Background: an optimization exercise with open tools, aiming at small area. Do not read the settings as production practice. The RTL was checked by simulation tests, not by an equivalence proof against the original design. No activity file was given, so power comes from the tool's default toggle rates.

== build 14 ==
==> flow/design.v (excerpt) <==
module top_PF (
    input  signed [7:0] i_signals,
    input               clk,
    input               rst,
    output              o_clock,
    output signed [7:0] o_signal,
    output        [1:0] pwm
);
Size in the first run: ~1,800 flip-flops, ~21 I/O pins, roughly 49,000 um2 of cells after synthesis.
export LEC_CHECK = 0
export ABC_AREA = 1
export CAP_MARGIN = 20
export CORE_MARGIN = 2
export CORE_UTILIZATION = 70
export CTS_BUF_LIST = sky130_fd_sc_hd__clkbuf_16
export CTS_CLUSTER_DIAMETER = 60
export CTS_CLUSTER_SIZE = 28
export SLEW_MARGIN = 20
create_clock -name core_clock -period 20.0 [get_ports {clk}]
standard.sh (not shown) runs the stock make flow with config.mk's settings and CLKGATE_MAP_FILE= SYNTH_SCRIPT=/design/flow/synth_recipe.tcl, a recipe that flattens the netlist after the stock synthesis.
==> flow/flow/run.sh <==
#!/bin/bash
# The standard layout (the standard.sh, every ORFS step unchanged), with
# one CTS option added: no dummy loads on the clock tree's leaf nets.  The
# other CTS options are the ones cts.tcl builds from config.mk.
set -euo pipefail
CTS="-sink_clustering_enable -repair_clock_nets -dont_use_dummy_load"
CTS="$CTS -buf_list sky130_fd_sc_hd__clkbuf_16"
CTS="$CTS -sink_clustering_size 28 -sink_clustering_max_diameter 90"
bash standard.sh "CTS_ARGS=$CTS" "BUFFER_PORTS_ARGS=-buffer_cell sky130_fd_sc_hd__buf_1" finish > standard_flow.log 2>&1
diff inputs: build 14 => build 6
-- flow/flow/run.sh --
<<< build 14, line 9
bash standard.sh "CTS_ARGS=$CTS" "BUFFER_PORTS_ARGS=-buffer_cell sky130_fd_sc_hd__buf_1" finish > standard_flow.log 2>&1
>>> build 6, line 9
bash standard.sh "CTS_ARGS=$CTS" finish > standard_flow.log 2>&1
Findings:
- No run among build 14 and build 6 stopped early or left any final violation; all are clean.
- Between build 14 and build 6, the setup slack at placement is lower for build 14.
- Compared to build 14, build 6 has pin count of the biggest net entering global routing 4 lower.
- Comparing build 14 against build 6, there is no change at all in area after synthesis.
- Comparing build 14 and build 6, the lower fill cell total of the finished layout is on build 14.
- The fraction of area in multi-input gates was comparable across build 14 and build 6.
- | fmax | build 14 vs build 6 | ≈ equal |
- Build 14 and build 6 ended up with nearly the same combinational share of power.
- Diff build 14 -> build 6: total number of vias went down 1.3%; non-clock buffer total of the final layout went up.
#### Input delta (build 48 over build 6)
-- flow/flow/run.sh --
<<< build 6, line 8
CTS="$CTS -sink_clustering_size 28 -sink_clustering_max_diameter 90"
>>> build 48, line 8
CTS="$CTS -sink_clustering_size 28 -sink_clustering_max_diameter 90 -tree_buf sky130_fd_sc_hd__clkbuf_8"
Findings:
- As far as critical path depth goes, build 48 and build 6 are indistinguishable; the numbers are identical.
- Build 48 and build 6 ended up with nearly the same placement-stage worst setup slack.
- Build 6 -> build 48: share of the synthesized area in compound gates (AO/OA/AOI/OAI) delta 0, exact match
- Taking build 6 as the reference, in build 48 final period demand of the worst path barely changed; flip-flop and latch count after synthesis roughly the same; non-filler instance count after layout comparable; instance count after placement with tap cells included did not really move.
- Comparing build 6 against build 48, there is no change at all in total power.

Starting RTL as in the previous note.
make LEC_CHECK=0 ABC_AREA=1 CAP_MARGIN=20 CORE_MARGIN=2 CORE_UTILIZATION=70 CTS_BUF_LIST=sky130_fd_sc_hd__clkbuf_16 CTS_CLUSTER_DIAMETER=90 CTS_CLUSTER_SIZE=28 SLEW_MARGIN=20 finish   # period 20.0 ns
run.sh (not shown) runs the stock make flow with config.mk's settings and CLKGATE_MAP_FILE= SYNTH_SCRIPT=/design/flow/synth_recipe.tcl, a recipe that flattens the netlist after the stock synthesis.
Stock flow here: none of the scripts above is used.
The starting point produced a clean layout.
Next try:
==> flow/flow/run.sh (new file) <==
#!/bin/bash
# The standard layout (the standard.sh, every ORFS step unchanged), with
# one CTS option added: no dummy loads on the clock tree's leaf nets.  The
# other CTS options are the ones cts.tcl builds from config.mk.
set -euo pipefail
CTS="-sink_clustering_enable -repair_clock_nets -dont_use_dummy_load"
CTS="$CTS -buf_list sky130_fd_sc_hd__clkbuf_16"
CTS="$CTS -sink_clustering_size 24 -sink_clustering_max_diameter 90"
bash standard.sh "CTS_ARGS=$CTS" finish > standard_flow.log 2>&1
==> flow/standard.sh (new file) <==
#!/bin/bash
# synth_recipe.tcl (not shown) runs the flow's synth.tcl, then flattens the netlist and writes it again
# the make line also repeats each setting of config.mk as NAME=value (left out here)
make -C /OpenROAD-flow-scripts/flow DESIGN_CONFIG=/design/flow/config.mk WORK_HOME=/design/flow/orfs CLKGATE_MAP_FILE= SYNTH_SCRIPT=/design/flow/synth_recipe.tcl "${@:-finish}"
--- a/flow/config.mk
+++ b/flow/config.mk
@@ -13 +13 @@
-export CTS_CLUSTER_DIAMETER = 90
+export CTS_CLUSTER_DIAMETER = 60
removed: flow/run.sh
The changed run finished clean.
Via count came out higher by a few percent.
Area after synthesis is unchanged.
Count of clock-buffer cells in the layout came out higher by 10.
Sequential share of layout area stays flat.
Design area is about the same.
Clock power hardly moves.

## what the ideal ports hide
How much do the figures lean on ideal ports? The routed layouts below were timed once more, with nothing changed but the port constraints.
Step 1 sets driving cells, clkbuf_16 on the clock port and buf_2 on the other inputs (assumed; they add their load-dependent delay and slew).
Step 2 adds t to the input delays and takes it off the output delays; t is the mean of the earliest and latest rising clock arrival at the registers after step 1. Input paths then give back, and output paths get back, about the clock's delay inside the block.
Three values: ideal ports, drivers, drivers and shift; two values: the first two.
run | t, ns | slack for setup (ns) | hold WS [ns] | worst data-port slew with drivers (ns) | pins driven straight from the clock port
build 14 | 0.698 | 3.907 / 3.907 / 3.907 | 0.272 / 0.272 / 0.272 | 0.10 | 1
build 6 | 0.678 | 3.951 / 3.951 / 3.951 | 0.289 / 0.289 / 0.289 | 0.08 | 1
build 48 | 0.678 | 3.951 / 3.951 / 3.951 | 0.289 / 0.289 / 0.289 | 0.08 | 1
the first run of note 2 | 0.722 | 3.970 / 3.970 / 3.970 | 0.308 / 0.308 / 0.308 | 0.10 | 1
the second run of note 2 | 0.701 | 3.964 / 3.964 / 3.964 | 0.274 / 0.274 / 0.274 | 0.10 | 1
After both steps every run listed still meets setup and hold.
